This design comes from an exercise in tuning for small area on the open sky130 flow, not from production work. RTL that was checked went through simulation tests only; none was proved equivalent to the original. Power is estimated from default activity; no workload was simulated.

lane 1:
// xe_host
module xe_host
    (
    input               a8_clk,
    output              a8_mpd_n,
    output              a8_extsel_n,
    input       [15:0]  a8_a_IN,
    input       [7:0]   a8_d_IN,
    input               a8_rst_n_IN,
    input               a8_rw_IN,
    output      [7:0]   xio_data_OUT,
    output      [7:0]   xio_data_OE,
    output              xio_host_clk,
    output              xio_host_rts,
    input               xio_host_cts,
    output              xio_box_cts,
    input               sysclk
    );
Size in the first run: ~1,300 cells after synthesis, about 450 flip-flops.
Settings: LEC_CHECK=0, CAP_MARGIN=20, CORE_MARGIN=2, CORE_UTILIZATION=65, CTS_BUF_LIST=sky130_fd_sc_hd__clkbuf_2, SLEW_MARGIN=20; clock period 10.0 ns.
run.sh (not shown) runs the stock make flow with config.mk's settings and CLKGATE_MAP_FILE= SYNTH_SCRIPT=/design/flow/synth_recipe.tcl, a recipe that flattens the netlist after the stock synthesis.
What lane 2 does differently from lane 1 at the input level:
- swapping sky130_fd_sc_hd__clkbuf_2 for sky130_fd_sc_hd__clkbuf_4 in CTS_BUF_LIST
- swapping 65 for 40 in CORE_UTILIZATION
Lane 2 finished end to end and its layout was clean on timing, DRC and antenna. Combined area of the multi-input logic cells delta (lane 2 -> lane 1): insignificant. Lane 2 does better than lane 1 on vias after detailed routing. Summary: with lane 1 as the reference, instance count after placement with tap cells included in lane 2 moved up by more than 10%. Compared with lane 1, in lane 2 synthesis-to-finish area growth went up by 4.1 points, cell area went up by about 3.8%, number of antenna violations at the first check in global routing went down by 1. Diff lane 1 and lane 2: global router's overall resource usage higher in lane 1.
Function was not checked in any run of this note: the RTL went through the layout flow alone.

========
Setup of run B:
xe_host, a different RTL version from the one above (not shown whole).
Size in the first run: roughly 1,000 cells after synthesis, about 470 flip-flops, ~50 I/O pins, roughly 14,000 um2 of cells after synthesis.
export LEC_CHECK = 0
export CAP_MARGIN = 20
export CORE_MARGIN = 2
export CORE_UTILIZATION = 76
export SLEW_MARGIN = 20
export SYNTH_HIERARCHICAL = 1
export SYNTH_MINIMUM_KEEP_SIZE = 0
create_clock -name core_clock -period 10.0 [get_ports {sysclk}]
standard.sh (not shown) runs the stock make flow with config.mk's settings and CLKGATE_MAP_FILE= SYNTH_SCRIPT=/design/flow/synth_recipe.tcl, a recipe that flattens the netlist after the stock synthesis.
==> flow/flow/run.sh <==
#!/bin/bash
# Standard ORFS layout (the standard.sh, unchanged synthesis), with three
# changes to later steps:
#  - port buffers use the smallest buffer cell instead of the default pick;
#  - clock tree synthesis runs without dummy loads and with set sink clusters;
#  - after floorplan, logic cells go to their smallest-area drive strength
#    (flow/downsize.tcl); later repair steps resize where needed.
# Each tool's output goes to the ORFS logs under orfs/logs; make's own output
# goes to standard.log.
set -euo pipefail
bash standard.sh \
  BUFFER_PORTS_ARGS="-buffer_cell sky130_fd_sc_hd__buf_1" \
  CTS_ARGS="-sink_clustering_enable -repair_clock_nets -dont_use_dummy_load -buf_list sky130_fd_sc_hd__clkbuf_4 -sink_clustering_size 10 -sink_clustering_max_diameter 35" \
  POST_FLOORPLAN_TCL="$(pwd)/flow/downsize.tcl" \
  finish > standard.log 2>&1
==> flow/flow/downsize.tcl <==
# Swap each logic cell to the smallest-area drive strength of the same
# function (e.g. maj3_2 -> maj3_1, mux4_1 -> mux4_2), since the clock period
# leaves several ns of slack. Later repair steps still upsize or buffer where
# slew, capacitance or timing need it. Flip-flops, clock cells, buffers and
# inverters are left alone.
set db [ord::get_db]
set variants [dict create]
foreach lib [$db getLibs] {
  foreach m [$lib getMasters] {
    if {[regexp {^(sky130_fd_sc_hd__\w+?)_(\d+)$} [$m getName] -> stem drive]} {
      dict lappend variants $stem $m
    }
  }
}
set nswap 0
foreach inst [[ord::get_db_block] getInsts] {
  set m [$inst getMaster]
  if {![regexp {^(sky130_fd_sc_hd__(\w+?))_(\d+)$} [$m getName] -> stem fn drive]} { continue }
  if {[regexp {^(df|edf|sdf|sedf|dl|clk|buf|inv|tap|fill|decap|conb|diode|lpflow|probe)} $fn]} { continue }
  set best $m
  foreach v [dict get $variants $stem] {
    if {[$v getWidth] < [$best getWidth]} { set best $v }
  }
  if {$best ne $m} {
    $inst swapMaster $best
    incr nswap
  }
}
puts "downsize: swapped $nswap instances to a smaller variant"
Run B finished every stage and its layout cleared the timing, design-rule and antenna checks.
Changes in run D relative to run B:
# run B
export LEC_CHECK = 0
export CAP_MARGIN = 20
export CORE_MARGIN = 2
export CORE_UTILIZATION = 76
export SLEW_MARGIN = 20
export SYNTH_HIERARCHICAL = 1
export SYNTH_MINIMUM_KEEP_SIZE = 0
create_clock -name core_clock -period 10.0 [get_ports {sysclk}]
# run D
export LEC_CHECK = 0
export CAP_MARGIN = 20
export CORE_MARGIN = 2
export CORE_UTILIZATION = 70
export SLEW_MARGIN = 20
export SYNTH_HIERARCHICAL = 1
export SYNTH_MINIMUM_KEEP_SIZE = 0
create_clock -name core_clock -period 10.0 [get_ports {sysclk}]
-- flow/flow/run.sh --
<<< run B, line 13
  CTS_ARGS="-sink_clustering_enable -repair_clock_nets -dont_use_dummy_load -buf_list sky130_fd_sc_hd__clkbuf_4 -sink_clustering_size 10 -sink_clustering_max_diameter 35" \
>>> run D, line 13
  CTS_ARGS="-sink_clustering_enable -repair_clock_nets -dont_use_dummy_load -buf_list sky130_fd_sc_hd__clkbuf_4 -sink_clustering_size 12 -sink_clustering_max_diameter 35" \
## What came out
Looking at launching instance or port of the critical path, the a8_a_IN[8] result is from run D; the ph[2] one comes from run B.
The share of total power in sequential cells in run D sits 1.0 points above the value recorded for run B.
Logic depth of the worst setup path including buffers, run B and run D: larger value in run D
Any difference in leakage component of the power between run D and run B is small enough to ignore.
The lower slack of the critical path of run B and run D is in run B.
Across both runs, share of the cycle needed by the critical path after routing was lower for run D than for run B.
Total global routing track utilization for run D: 3.7 points down relative to run B
Post-route worst hold slack deteriorates in run D relative to run B.

========
## v24
xe_host, a different RTL version from the one above (not shown whole).
For scale: ~1000 cells after synthesis, about 50 I/O pins, ~0.014 mm2 of cells after synthesis.
// xe_host
module xe_host
    (
    input               a8_clk,
    output              a8_mpd_n,
    output              a8_extsel_n,
    input       [15:0]  a8_a_IN,
    input       [7:0]   a8_d_IN,
    input               a8_rst_n_IN,
    input               a8_rw_IN,
    output      [7:0]   xio_data_OUT,
    output      [7:0]   xio_data_OE,
    output              xio_host_clk,
    output              xio_host_rts,
    input               xio_host_cts,
    output              xio_box_cts,
    input               sysclk
    );
export LEC_CHECK = 0
export CAP_MARGIN = 20
export CORE_MARGIN = 2
export CORE_UTILIZATION = 70
export SLEW_MARGIN = 20
export SYNTH_HIERARCHICAL = 1
export SYNTH_MINIMUM_KEEP_SIZE = 0
create_clock -name core_clock -period 10.0 [get_ports {sysclk}]
==> flow/flow/run.sh <==
#!/bin/bash
# Standard ORFS layout (the standard.sh, unchanged synthesis), with three
# changes to later steps:
#  - port buffers use the smallest buffer cell instead of the default pick;
#  - clock tree synthesis runs without dummy loads and with set sink clusters;
#  - after floorplan, logic cells go to their smallest-area drive strength
#    (flow/downsize.tcl); later repair steps resize where needed.
# Each tool's output goes to the ORFS logs under orfs/logs; make's own output
# goes to standard.log.
set -euo pipefail
bash standard.sh \
  BUFFER_PORTS_ARGS="-buffer_cell sky130_fd_sc_hd__buf_1" \
  CTS_ARGS="-sink_clustering_enable -repair_clock_nets -dont_use_dummy_load -buf_list sky130_fd_sc_hd__clkbuf_4 -sink_clustering_size 12 -sink_clustering_max_diameter 25" \
  POST_FLOORPLAN_TCL="$(pwd)/flow/downsize.tcl" \
  finish > standard.log 2>&1
Scripts as last shown in full above: flow/flow/downsize.tcl
v24 went all the way through synthesis, placement and routing and the layout is clean on timing, DRC and antenna.
### v24 -> v39
diff --git a/flow/flow/run.sh b/flow/flow/run.sh
--- a/flow/flow/run.sh
+++ b/flow/flow/run.sh
@@ -13 +13 @@
-  CTS_ARGS="-sink_clustering_enable -repair_clock_nets -dont_use_dummy_load -buf_list sky130_fd_sc_hd__clkbuf_4 -sink_clustering_size 12 -sink_clustering_max_diameter 25" \
+  CTS_ARGS="-sink_clustering_enable -repair_clock_nets -dont_use_dummy_load -buf_list sky130_fd_sc_hd__clkbuf_4 -sink_clustering_size 10 -sink_clustering_max_diameter 35" \
## What came out
From v24 to v39 the numbers moved as follows: total of flip-flops plus latches after synthesis held, non-clock buffer share of cell area comparable, final cell count without fillers fell by 2.1%, final cell area excluding filler cells went down 220 um2, core utilization dropped 1.1 points.
From v24 to v39 the numbers moved as follows: power density over cell area lost about 4.3%; final-stage net count fell about 2.4%.

========
xe_host, a different RTL version from the one above (not shown whole).
Size in the first run: about 17000 um^2 of cells after synthesis.
==> flow/design.v (excerpt) <==
module xe_host
    (
    input               a8_clk,
    output              a8_mpd_n,
    output              a8_extsel_n,
    input       [15:0]  a8_a_IN,
    input       [7:0]   a8_d_IN,
    input               a8_rst_n_IN,
    input               a8_rw_IN,
    output      [7:0]   xio_data_OUT,
    output      [7:0]   xio_data_OE,
    output              xio_host_clk,
    output              xio_host_rts,
    input               xio_host_cts,
    output              xio_box_cts,
    input               sysclk
    );
export LEC_CHECK = 0
export CAP_MARGIN = 20
export CORE_MARGIN = 2
export CORE_UTILIZATION = 65
export SLEW_MARGIN = 20
export SYNTH_HIERARCHICAL = 1
export SYNTH_MINIMUM_KEEP_SIZE = 0
create_clock -name core_clock -period 10.0 [get_ports {sysclk}]
==> flow/flow/run.sh <==
#!/bin/bash
# Standard ORFS layout (the standard.sh, unchanged synthesis), with two
# changes to later steps:
#  - port buffers use the smallest buffer cell instead of the default pick;
#  - clock tree synthesis runs without dummy loads and with set sink clusters.
# Each tool's output goes to the ORFS logs under orfs/logs; make's own output
# goes to standard.log.
set -euo pipefail
bash standard.sh \
  BUFFER_PORTS_ARGS="-buffer_cell sky130_fd_sc_hd__buf_1" \
  CTS_ARGS="-sink_clustering_enable -repair_clock_nets -dont_use_dummy_load -buf_list sky130_fd_sc_hd__clkbuf_4 -sink_clustering_size 12 -sink_clustering_max_diameter 40" \
  finish > standard.log 2>&1
The first run produced a clean layout.
Change:
==> flow/run.sh (new file) <==
#!/bin/bash
# synth_recipe.tcl (not shown) runs the flow's synth.tcl, then flattens the netlist and writes it again
# the make line also repeats each setting of config.mk as NAME=value (left out here)
make -C /OpenROAD-flow-scripts/flow DESIGN_CONFIG=/design/flow/config.mk WORK_HOME=/design/flow/orfs CLKGATE_MAP_FILE= SYNTH_SCRIPT=/design/flow/synth_recipe.tcl finish
--- a/flow/config.mk
+++ b/flow/config.mk
@@ -10,2 +10,5 @@
 export CORE_UTILIZATION = 65
+export CTS_BUF_LIST = sky130_fd_sc_hd__clkbuf_8
+export CTS_CLUSTER_DIAMETER = 60
+export CTS_CLUSTER_SIZE = 20
 export SLEW_MARGIN = 20
removed: flow/flow/run.sh
removed: flow/standard.sh
What happened: Clock-buffer cell count shrinks by 15; final area grows by 3.6%; worst setup slack degrades by 0.41 ns; total power grows by 9.0%; cell count barely changes; routed wire length grows by 1.7%; global-route usage grows by 0.53 points; combinational power grows by about 3%.
No functional check of the RTL was part of any run of this note.

what the ideal ports hide:
No port has a modelled driver above. Below, the same layouts with a new extraction and two added sets of constraints.
Step 1 sets driving cells, clkbuf_16 on the clock port and buf_2 on the other inputs (assumed; they add their load-dependent delay and slew).
Step 2 moves the port delays by t, midway between the first and last clock arrival at a register: inputs arrive t later, outputs are due t later. That takes back most of the time a late clock gives input paths.
a / b / c = ideal ports / drivers / drivers and shift; a / b = the first two.
run	t, ns	slack for setup (ns)	hold slack, ns	worst setup path at the end	worst register clock-pin slew, ns
lane 1	1.026	4.885 / 4.892 / 3.876	0.449 / 0.449 / 0.449	input to register	0.12 / 0.12
lane 2	0.879	4.589 / 4.616 / 3.736	0.439 / 0.439 / 0.439	input to register	0.08 / 0.08
run B	0.716	3.472 / 3.472 / 2.779	0.304 / 0.304 / 0.304	input to register	0.11 / 0.11
run D	0.690	3.521 / 3.538 / 2.849	0.273 / 0.273 / 0.273	input to register	0.12 / 0.12
v24	0.675	3.205 / 3.218 / 2.543	0.264 / 0.264 / 0.264	input to register	0.11 / 0.11
v39	0.709	3.256 / 3.276 / 2.567	0.273 / 0.273 / 0.273	input to register	0.11 / 0.11
the first run of note 4	0.743	4.638 / 4.638 / 4.024	0.416 / 0.416 / 0.416	input to register	0.12 / 0.12
the second run of note 4	0.611	4.228 / 4.251 / 3.641	0.453 / 0.453 / 0.453	input to register	0.12 / 0.12
After both steps every run listed still meets setup and hold. The setup slack of lane 1, which loses most, moves by +0.007 ns with the drivers and by -1.009 ns with both steps.
